Background: an optimization exercise with open tools, aiming at small area. Do not read the settings as production practice. In this exercise RTL edits were held to simulation tests only and were not proved equivalent to the original.

==> inputs of run a <==
==> flow/design.v (excerpt) <==
module video_output_ctrl (
	input clk_pix,
	input RST_N,
	input[23:0] RGB_data_in,
	input RGB_in_valid,
	output pixel_request,
	output hsync_s, vsync_s,
	output [9:0] tmds_r, tmds_g, tmds_b
);
==> module tmds_pre_encoder, before the edit <==
module tmds_pre_encoder #(
	parameter GAIN6 = 1      
) (
	input  [5:0] a,
	output [8:0] qm,
	output [3:0] m
);
	wire [8:0] p = GAIN6 ? {a, 2'b0} + {1'b0, a, 1'b0} : {1'b0, a, 2'b0};
	wire [7:0] v = p[8] ? 8'hFF : p[7:0];
	wire [7:0] x;
	assign x[0] = v[0];
	genvar i;
	generate for (i = 1; i < 8; i = i + 1) begin : g_x
		assign x[i] = v[i] ^ x[i-1];
	end endgenerate
	wire [3:0] nv = v[0] + v[1] + v[2] + v[3] + v[4] + v[5] + v[6] + v[7];
	wire sel = nv > 4 || (nv == 4 && v[0] == 0);
	assign qm = {~sel, x ^ {4{sel, 1'b0}}};
	assign m = 4'd2 - qm[0] - qm[1] - qm[2] - qm[3] - qm[4] - qm[5] - qm[6] - qm[7];
endmodule
==> module TMDS_encoder, before the edit <==
module TMDS_encoder (
	input  wire       i_clk,
	input  wire       i_rst_n,
	input  wire [8:0] i_qm,
	input  wire [3:0] i_m,
	input  wire       i_c0,
	input  wire       i_c1,
	input  wire       i_de,
	output reg  [9:0] o_data
);
	reg  [3:0] cnt;
	wire inv = (cnt == 4'd0 || i_m == 4'd0) ? ~i_qm[8]
	         : ~(cnt[3] ^ (~i_m[3] & (i_m[1] | i_m[0])));
	always @(posedge i_clk) begin
		if (!i_de) begin
			o_data <= {~(i_c1 ^ i_c0), ~i_c0, 8'h54 ^ {8{i_c0}}};
			cnt <= 4'd0;
		end else begin
			o_data <= {inv, i_qm[8], i_qm[7:0] ^ {8{inv}}};
			cnt <= cnt + (i_m ^ {4{~inv}}) + {3'd0, i_qm[8]};
		end
		if (!i_rst_n)
			cnt <= 4'd0;
	end
endmodule
==> module video_output_ctrl, before the edit <==
module video_output_ctrl (
	input clk_pix,
	input RST_N,
	input[23:0] RGB_data_in,
	input RGB_in_valid,
	output pixel_request,
	output hsync_s, vsync_s,
	output [9:0] tmds_r, tmds_g, tmds_b
);
	reg vreg, g1, g2;
	reg sh;                  
	reg qz;                  
	reg [5:0] s1r, s1g, s1b, s2r, s2g, s2b;
	always @(posedge clk_pix) begin
		vreg <= RGB_in_valid;
		g1 <= vreg;
		g2 <= g1 & RST_N & sh;
		s1r <= RGB_data_in[23:18];
		s1g <= RGB_data_in[15:10];
		s1b <= RGB_data_in[7:2];
		s2r <= s1r;
		s2g <= s1g;
		s2b <= s1b;
		sh <= RST_N & (sh | RGB_in_valid);
		qz <= ~(RST_N & sh);
	end
	wire de, hs, vs;
	vga_core vga_inst (.clk_i(clk_pix), .rst_i(qz), .de_o(de), .vsync_o(vs), .hsync_o(hs));
	assign pixel_request = de;
	assign hsync_s = hs;
	assign vsync_s = vs;
	wire [8:0] qr, qg, qb;
	wire [3:0] mr, mg, mb;
	tmds_pre_encoder #(.GAIN6(1)) dr (.a(g2 ? s2r : 6'd0), .qm(qr), .m(mr));
	tmds_pre_encoder #(.GAIN6(0)) dg (.a(g2 ? s2g : 6'd0), .qm(qg), .m(mg));
	tmds_pre_encoder #(.GAIN6(1)) db (.a(g2 ? s2b : 6'd0), .qm(qb), .m(mb));
	TMDS_encoder encod_blue (.i_clk(clk_pix), .i_rst_n(RST_N), .i_de(de),
		.i_qm({qb[8] & ~qz, qb[7:0]}), .i_m(mb), .i_c0(hs), .i_c1(vs), .o_data(tmds_b));
	TMDS_encoder encod_green (.i_clk(clk_pix), .i_rst_n(RST_N), .i_de(de),
		.i_qm({qg[8] & ~qz, qg[7:0]}), .i_m(mg), .i_c0(1'b0), .i_c1(1'b0), .o_data(tmds_g));
	TMDS_encoder encod_red (.i_clk(clk_pix), .i_rst_n(RST_N), .i_de(de),
		.i_qm({qr[8] & ~qz, qr[7:0]}), .i_m(mr), .i_c0(1'b0), .i_c1(1'b0), .o_data(tmds_r));
endmodule
==> flow/config.mk <==
export PLATFORM = sky130hd
export DESIGN_NAME = video_output_ctrl
export DESIGN_NICKNAME = video_output_ctrl
export VERILOG_FILES = /design/flow/design.v
export SDC_FILE = /design/flow/constraint.sdc
export NUM_CORES = 4
export LEC_CHECK = 0
export CAP_MARGIN = 20
export CORE_MARGIN = 2
export CORE_UTILIZATION = 40
export SLEW_MARGIN = 20
==> flow/constraint.sdc <==
create_clock -name core_clock -period 6.0 [get_ports {clk_pix}]
set_input_delay 1.2000 -clock core_clock [delete_from_list [all_inputs] [get_ports {clk_pix}]]
set_output_delay 1.2000 -clock core_clock [all_outputs]
set_load 0.01 [all_outputs]
standard.sh (not shown) runs the stock make flow with config.mk's settings and CLKGATE_MAP_FILE= SYNTH_SCRIPT=/design/flow/synth_recipe.tcl, a recipe that flattens the netlist after the stock synthesis.
==> flow/flow/run.sh <==
#!/bin/bash
# Own layout flow: the standard layout (standard.sh) with
#  - synthesis through flow/synth.tcl: abc maps the logic with the
#    area-oriented script flow/area.abc; registers are mapped as in the
#    standard synthesis,
#  - port buffers of sky130_fd_sc_hd__buf_1,
#  - a clock tree of sky130_fd_sc_hd__clkbuf_8 without dummy loads.
# make's full output goes to flow_make.log in the work folder; ORFS keeps each
# step's own log under orfs/logs/.
set -euo pipefail
W=$(pwd)
export MY_ABC_SCRIPT=$W/flow/area.abc
bash standard.sh SYNTH_SCRIPT=$W/flow/synth.tcl \
  "BUFFER_PORTS_ARGS=-buffer_cell sky130_fd_sc_hd__buf_1" \
  "CTS_ARGS=-sink_clustering_enable -repair_clock_nets -dont_use_dummy_load -buf_list sky130_fd_sc_hd__clkbuf_8 -root_buf sky130_fd_sc_hd__clkbuf_8 -tree_buf sky130_fd_sc_hd__clkbuf_8" \
  finish > $W/flow_make.log 2>&1
==> flow/flow/area.abc <==
strash; &get -n; &deepsyn -T 60; &put; dch -f; amap; topo; buffer -p; upsize -D 4500; dnsize -D 4500; stime
==> flow/flow/synth.tcl <==
# synth_recipe.tcl (the standard synthesis) with two changes: abc maps the logic
# with the area script in flow/area.abc instead of ORFS's speed script, and
# adders are left to abc instead of being mapped to ha/fa cells first.
# Registers are mapped by dfflibmap before abc, exactly as in the standard
# synthesis, so their names and cells are unchanged.
proc synth {args} { yosys synth -nofsm -noshare {*}$args }
proc abc {args} {
  set i [lsearch -exact $args -script]
  if {$i >= 0} {
    set args [lreplace $args $i [expr {$i + 1}] -script $::env(MY_ABC_SCRIPT)]
  }
  yosys abc {*}$args
}
unset -nocomplain ::env(ADDER_MAP_FILE)
source $::env(SCRIPTS_DIR)/synth.tcl
# left out here: clear keep_hierarchy, flatten, clean up, hide names made inside functions, write 1_2_yosys.v
==> run b: changes against run a <==
--- a/flow/design.v
+++ b/flow/design.v
@@ -17,5 +17,7 @@
 	wire sel = nv > 4 || (nv == 4 && v[0] == 0);
 	assign qm = {~sel, x ^ {4{sel, 1'b0}}};
-	assign m = 4'd2 - qm[0] - qm[1] - qm[2] - qm[3] - qm[4] - qm[5] - qm[6] - qm[7];
+	wire [2:0] ne = x[0] + x[2] + x[4] + x[6];
+	wire [2:0] no = x[1] + x[3] + x[5] + x[7];
+	assign m = 4'd2 - ne - (sel ? 4'd4 - no : {1'b0, no});
 endmodule
 module vga_core (
@@ -52,4 +54,6 @@
 	wire inv = (cnt == 4'd0 || i_m == 4'd0) ? ~i_qm[8]
 	         : ~(cnt[3] ^ (~i_m[3] & (i_m[1] | i_m[0])));
+	wire [3:0] cnt_i = cnt + i_m + {3'd0, i_qm[8]};
+	wire [3:0] cnt_n = cnt + ~i_m + {3'd0, i_qm[8]};
 	always @(posedge i_clk) begin
 		if (!i_de) begin
@@ -58,5 +62,5 @@
 		end else begin
 			o_data <= {inv, i_qm[8], i_qm[7:0] ^ {8{inv}}};
-			cnt <= cnt + (i_m ^ {4{~inv}}) + {3'd0, i_qm[8]};
+			cnt <= inv ? cnt_i : cnt_n;
 		end
 		if (!i_rst_n)
--- a/flow/flow/run.sh
+++ b/flow/flow/run.sh
@@ -2,6 +2,6 @@
 # Own layout flow: the standard layout (standard.sh) with
 #  - synthesis through flow/synth.tcl: abc maps the logic with the
-#    area-oriented script flow/area.abc; registers are mapped as in the
-#    standard synthesis,
+#    area-oriented script flow/area*.abc (best of several &deepsyn seeds);
+#    registers are mapped as in the standard synthesis,
 #  - port buffers of sky130_fd_sc_hd__buf_1,
 #  - a clock tree of sky130_fd_sc_hd__clkbuf_8 without dummy loads.
@@ -10,5 +10,6 @@
 set -euo pipefail
 W=$(pwd)
-export MY_ABC_SCRIPT=$W/flow/area.abc
+export MY_ABC_SCRIPTS="$W/flow/area.abc $W/flow/area2.abc"
+export MY_ABC_SEEDS="1 2 3 4 5 6"
 bash standard.sh SYNTH_SCRIPT=$W/flow/synth.tcl \
   "BUFFER_PORTS_ARGS=-buffer_cell sky130_fd_sc_hd__buf_1" \
==> flow/flow/area.abc (replaced) <==
strash; &get -n; &deepsyn -T 40 -S @SEED@; &put; dch -f; amap; topo; buffer -p; upsize -D 4500; dnsize -D 4500; stime
==> flow/flow/area2.abc (new file) <==
strash; &get -n; &deepsyn -T 40 -S @SEED@; &put; dc2; dch -f; amap; topo; buffer -p; upsize -D 4500; dnsize -D 4500; stime
==> flow/flow/synth.tcl (replaced) <==
# synth_recipe.tcl (the standard synthesis) with two changes: abc maps the logic
# with the area-oriented scripts flow/area*.abc instead of ORFS's speed script,
# trying each with several random seeds of its &deepsyn step and keeping the
# smallest result; and adders are left to abc instead of being mapped to ha/fa cells
# first. Registers are mapped by dfflibmap before abc, exactly as in the
# standard synthesis, so their names and cells are unchanged.
proc synth {args} { yosys synth -nofsm -noshare {*}$args }
proc abc {args} {
  set i [lsearch -exact $args -script]
  if {$i < 0} { yosys abc {*}$args; return }
  set lib [lindex $::env(LIB_FILES) 0]
  yosys design -save my_pre_abc
  set best -1
  set k 0
  foreach script $::env(MY_ABC_SCRIPTS) {
  set template [read [open $script r]]
  foreach seed $::env(MY_ABC_SEEDS) {
    incr k
    yosys design -load my_pre_abc
    set f $::env(RESULTS_DIR)/abc_try$k.script
    set fh [open $f w]
    puts $fh [string map [list @SEED@ $seed] $template]
    close $fh
    yosys abc {*}[lreplace $args $i [expr {$i + 1}] -script $f]
    yosys tee -q -o $::env(RESULTS_DIR)/abc_try$k.stat stat -liberty $lib
    set fh [open $::env(RESULTS_DIR)/abc_try$k.stat r]
    set area -1
    foreach line [split [read $fh] "\n"] {
      if {[regexp {Chip area for module .*: ([0-9.]+)} $line -> a]} { set area $a }
    }
    close $fh
    puts "abc [file tail $script] seed $seed: area $area"
    if {$area > 0 && ($best < 0 || $area < $best)} {
      set best $area
      yosys design -save my_best_abc
    }
  }
  }
  puts "abc: keeping area $best"
  yosys design -load my_best_abc
}
unset -nocomplain ::env(ADDER_MAP_FILE)
source $::env(SCRIPTS_DIR)/synth.tcl
# left out here: clear keep_hierarchy, flatten, clean up, hide names made inside functions, write 1_2_yosys.v
- CORE_UTILIZATION: 40 -> 55
==> run c: changes against run a <==
--- a/flow/design.v
+++ b/flow/design.v
@@ -17,5 +17,7 @@
 	wire sel = nv > 4 || (nv == 4 && v[0] == 0);
 	assign qm = {~sel, x ^ {4{sel, 1'b0}}};
-	assign m = 4'd2 - qm[0] - qm[1] - qm[2] - qm[3] - qm[4] - qm[5] - qm[6] - qm[7];
+	wire [2:0] ne = x[0] + x[2] + x[4] + x[6];
+	wire [2:0] no = x[1] + x[3] + x[5] + x[7];
+	assign m = 4'd2 - ne - (sel ? 4'd4 - no : {1'b0, no});
 endmodule
 module vga_core (
@@ -52,4 +54,6 @@
 	wire inv = (cnt == 4'd0 || i_m == 4'd0) ? ~i_qm[8]
 	         : ~(cnt[3] ^ (~i_m[3] & (i_m[1] | i_m[0])));
+	wire [3:0] cnt_i = cnt + i_m + {3'd0, i_qm[8]};
+	wire [3:0] cnt_n = cnt + ~i_m + {3'd0, i_qm[8]};
 	always @(posedge i_clk) begin
 		if (!i_de) begin
@@ -58,5 +62,5 @@
 		end else begin
 			o_data <= {inv, i_qm[8], i_qm[7:0] ^ {8{inv}}};
-			cnt <= cnt + (i_m ^ {4{~inv}}) + {3'd0, i_qm[8]};
+			cnt <= inv ? cnt_i : cnt_n;
 		end
 		if (!i_rst_n)
--- a/flow/flow/run.sh
+++ b/flow/flow/run.sh
@@ -2,6 +2,6 @@
 # Own layout flow: the standard layout (standard.sh) with
 #  - synthesis through flow/synth.tcl: abc maps the logic with the
-#    area-oriented script flow/area.abc; registers are mapped as in the
-#    standard synthesis,
+#    area-oriented script flow/area*.abc (best of several &deepsyn seeds);
+#    registers are mapped as in the standard synthesis,
 #  - port buffers of sky130_fd_sc_hd__buf_1,
 #  - a clock tree of sky130_fd_sc_hd__clkbuf_8 without dummy loads.
@@ -10,5 +10,6 @@
 set -euo pipefail
 W=$(pwd)
-export MY_ABC_SCRIPT=$W/flow/area.abc
+export MY_ABC_SCRIPTS="$W/flow/area.abc $W/flow/area2.abc"
+export MY_ABC_SEEDS="1 2 3 4 5 6"
 bash standard.sh SYNTH_SCRIPT=$W/flow/synth.tcl \
   "BUFFER_PORTS_ARGS=-buffer_cell sky130_fd_sc_hd__buf_1" \
==> flow/flow/area.abc (replaced) <==
strash; &get -n; &deepsyn -T 40 -S @SEED@; &put; dch -f; amap; topo; buffer -p; upsize -D 4500; dnsize -D 4500; stime
==> flow/flow/area2.abc (new file) <==
strash; &get -n; &deepsyn -T 40 -S @SEED@; &put; dc2; dch -f; amap; topo; buffer -p; upsize -D 4500; dnsize -D 4500; stime
==> flow/flow/synth.tcl (replaced) <==
# synth_recipe.tcl (the standard synthesis) with two changes: abc maps the logic
# with the area-oriented scripts flow/area*.abc instead of ORFS's speed script,
# trying each with several random seeds of its &deepsyn step and keeping the
# smallest result; and adders are left to abc instead of being mapped to ha/fa cells
# first. Registers are mapped by dfflibmap before abc, exactly as in the
# standard synthesis, so their names and cells are unchanged.
proc synth {args} { yosys synth -nofsm -noshare {*}$args }
proc abc {args} {
  set i [lsearch -exact $args -script]
  if {$i < 0} { yosys abc {*}$args; return }
  set lib [lindex $::env(LIB_FILES) 0]
  yosys design -save my_pre_abc
  set best -1
  set k 0
  foreach script $::env(MY_ABC_SCRIPTS) {
  set template [read [open $script r]]
  foreach seed $::env(MY_ABC_SEEDS) {
    incr k
    yosys design -load my_pre_abc
    set f $::env(RESULTS_DIR)/abc_try$k.script
    set fh [open $f w]
    puts $fh [string map [list @SEED@ $seed] $template]
    close $fh
    yosys abc {*}[lreplace $args $i [expr {$i + 1}] -script $f]
    yosys tee -q -o $::env(RESULTS_DIR)/abc_try$k.stat stat -liberty $lib
    set fh [open $::env(RESULTS_DIR)/abc_try$k.stat r]
    set area -1
    foreach line [split [read $fh] "\n"] {
      if {[regexp {Chip area for module .*: ([0-9.]+)} $line -> a]} { set area $a }
    }
    close $fh
    puts "abc [file tail $script] seed $seed: area $area"
    if {$area > 0 && ($best < 0 || $area < $best)} {
      set best $area
      yosys design -save my_best_abc
    }
  }
  }
  puts "abc: keeping area $best"
  yosys design -load my_best_abc
}
unset -nocomplain ::env(ADDER_MAP_FILE)
source $::env(SCRIPTS_DIR)/synth.tcl
# left out here: clear keep_hierarchy, flatten, clean up, hide names made inside functions, write 1_2_yosys.v
- CORE_UTILIZATION: 40 -> 65
- PLACE_DENSITY: unset -> 0.78
==> run d: changes against run a <==
--- a/flow/design.v
+++ b/flow/design.v
@@ -41,5 +41,5 @@
 module TMDS_encoder (
 	input  wire       i_clk,
-	input  wire       i_rst_n,
+	input  wire       i_cnt_en,    
 	input  wire [8:0] i_qm,
 	input  wire [3:0] i_m,
@@ -47,19 +47,16 @@
 	input  wire       i_c1,
 	input  wire       i_de,
-	output reg  [9:0] o_data
+	output wire [9:0] o_data
 );
 	reg  [3:0] cnt;
 	wire inv = (cnt == 4'd0 || i_m == 4'd0) ? ~i_qm[8]
 	         : ~(cnt[3] ^ (~i_m[3] & (i_m[1] | i_m[0])));
+	assign o_data = i_de ? {inv, i_qm[8], i_qm[7:0] ^ {8{inv}}}
+	                     : {~(i_c1 ^ i_c0), ~i_c0, 8'h54 ^ {8{i_c0}}};
 	always @(posedge i_clk) begin
-		if (!i_de) begin
-			o_data <= {~(i_c1 ^ i_c0), ~i_c0, 8'h54 ^ {8{i_c0}}};
+		if (!i_cnt_en)
 			cnt <= 4'd0;
-		end else begin
-			o_data <= {inv, i_qm[8], i_qm[7:0] ^ {8{inv}}};
+		else
 			cnt <= cnt + (i_m ^ {4{~inv}}) + {3'd0, i_qm[8]};
-		end
-		if (!i_rst_n)
-			cnt <= 4'd0;
 	end
 endmodule
@@ -75,10 +72,14 @@
 	reg vreg, g1, g2;
 	reg sh;                  
-	reg qz;                  
-	reg [5:0] s1r, s1g, s1b, s2r, s2g, s2b;
+	reg qz, qz3;             
+	reg de1, hs1, vs1;       
+	reg cnt_en;
+	reg [5:0] s1r, s1g, s1b, s2r, s2g, s2b, ar, ag, ab;
+	wire de, hs, vs;
+	wire load = g2 & ~qz;
 	always @(posedge clk_pix) begin
 		vreg <= RGB_in_valid;
 		g1 <= vreg;
-		g2 <= g1 & RST_N & sh;
+		g2 <= g1;
 		s1r <= RGB_data_in[23:18];
 		s1g <= RGB_data_in[15:10];
@@ -87,8 +88,15 @@
 		s2g <= s1g;
 		s2b <= s1b;
+		ar <= load ? s2r : 6'd0;
+		ag <= load ? s2g : 6'd0;
+		ab <= load ? s2b : 6'd0;
 		sh <= RST_N & (sh | RGB_in_valid);
 		qz <= ~(RST_N & sh);
+		qz3 <= qz;
+		de1 <= de;
+		hs1 <= hs;
+		vs1 <= vs;
+		cnt_en <= RST_N & de;
 	end
-	wire de, hs, vs;
 	vga_core vga_inst (.clk_i(clk_pix), .rst_i(qz), .de_o(de), .vsync_o(vs), .hsync_o(hs));
 	assign pixel_request = de;
@@ -96,13 +104,13 @@
 	assign vsync_s = vs;
 	wire [8:0] qr, qg, qb;
-	wire [3:0] mr, mg, mb;
-	tmds_pre_encoder #(.GAIN6(1)) dr (.a(g2 ? s2r : 6'd0), .qm(qr), .m(mr));
-	tmds_pre_encoder #(.GAIN6(0)) dg (.a(g2 ? s2g : 6'd0), .qm(qg), .m(mg));
-	tmds_pre_encoder #(.GAIN6(1)) db (.a(g2 ? s2b : 6'd0), .qm(qb), .m(mb));
-	TMDS_encoder encod_blue (.i_clk(clk_pix), .i_rst_n(RST_N), .i_de(de),
-		.i_qm({qb[8] & ~qz, qb[7:0]}), .i_m(mb), .i_c0(hs), .i_c1(vs), .o_data(tmds_b));
-	TMDS_encoder encod_green (.i_clk(clk_pix), .i_rst_n(RST_N), .i_de(de),
-		.i_qm({qg[8] & ~qz, qg[7:0]}), .i_m(mg), .i_c0(1'b0), .i_c1(1'b0), .o_data(tmds_g));
-	TMDS_encoder encod_red (.i_clk(clk_pix), .i_rst_n(RST_N), .i_de(de),
-		.i_qm({qr[8] & ~qz, qr[7:0]}), .i_m(mr), .i_c0(1'b0), .i_c1(1'b0), .o_data(tmds_r));
+	wire [3:0] nr, ng, nb;
+	tmds_pre_encoder #(.GAIN6(1)) dr (.a(ar), .qm(qr), .m(nr));
+	tmds_pre_encoder #(.GAIN6(0)) dg (.a(ag), .qm(qg), .m(ng));
+	tmds_pre_encoder #(.GAIN6(1)) db (.a(ab), .qm(qb), .m(nb));
+	TMDS_encoder encod_blue (.i_clk(clk_pix), .i_cnt_en(cnt_en), .i_de(de1),
+		.i_qm({qb[8] & ~qz3, qb[7:0]}), .i_m(nb), .i_c0(hs1), .i_c1(vs1), .o_data(tmds_b));
+	TMDS_encoder encod_green (.i_clk(clk_pix), .i_cnt_en(cnt_en), .i_de(de1),
+		.i_qm({qg[8] & ~qz3, qg[7:0]}), .i_m(ng), .i_c0(1'b0), .i_c1(1'b0), .o_data(tmds_g));
+	TMDS_encoder encod_red (.i_clk(clk_pix), .i_cnt_en(cnt_en), .i_de(de1),
+		.i_qm({qr[8] & ~qz3, qr[7:0]}), .i_m(nr), .i_c0(1'b0), .i_c1(1'b0), .o_data(tmds_r));
 endmodule
==> flow/flow/area.abc (replaced) <==
strash; &get -n; &deepsyn -T 60; &put; dch -f; amap; topo; stime
==> summary of the runs <==
Run a finished with timing, DRC and antenna clean. Run c finished with timing, DRC and antenna clean. Run b finished clean. Run d reached the layout checks and failed them: negative setup slack.
Between run a and run b, the lower area after synthesis is in run b (gap 1.8%, measured against run b).
Sequential share of layout area: run c > run b > run a > run d.
Clock skew: run d < run c < run a < run b.
Count of clock-buffer cells in the layout is the same in run b and run d.

-- static timing again, ports no longer ideal --
The results above use ideal ports. As a check the final layouts listed here were re-extracted and re-timed, cells and wires unchanged. Step 1 (the two cells are an assumption about what drives the block):
set clk [get_ports {clk_pix}]
set_driving_cell -lib_cell sky130_fd_sc_hd__clkbuf_16 $clk
set_driving_cell -lib_cell sky130_fd_sc_hd__buf_2 [delete_from_list [all_inputs] $clk]
Step 2 moves the port delays by t, midway between the first and last clock arrival at a register: inputs arrive t later, outputs are due t later. That takes back most of the time a late clock gives input paths. Slacks: ideal / step 1 / step 2; pairs: ideal / step 1.
| run | shift t [ns] | setup slack, ns | cell pins on the clock port's net |
|---|---|---|---|
| run a | 0.381 | 0.642 / 0.642 / 0.642 | 1 |
| run b | 0.381 | 0.553 / 0.553 / 0.553 | 1 |
| run c | 0.377 | 0.638 / 0.638 / 0.638 | 1 |
| run d | 0.371 | -0.534 / -0.566 / -0.194 | 1 |
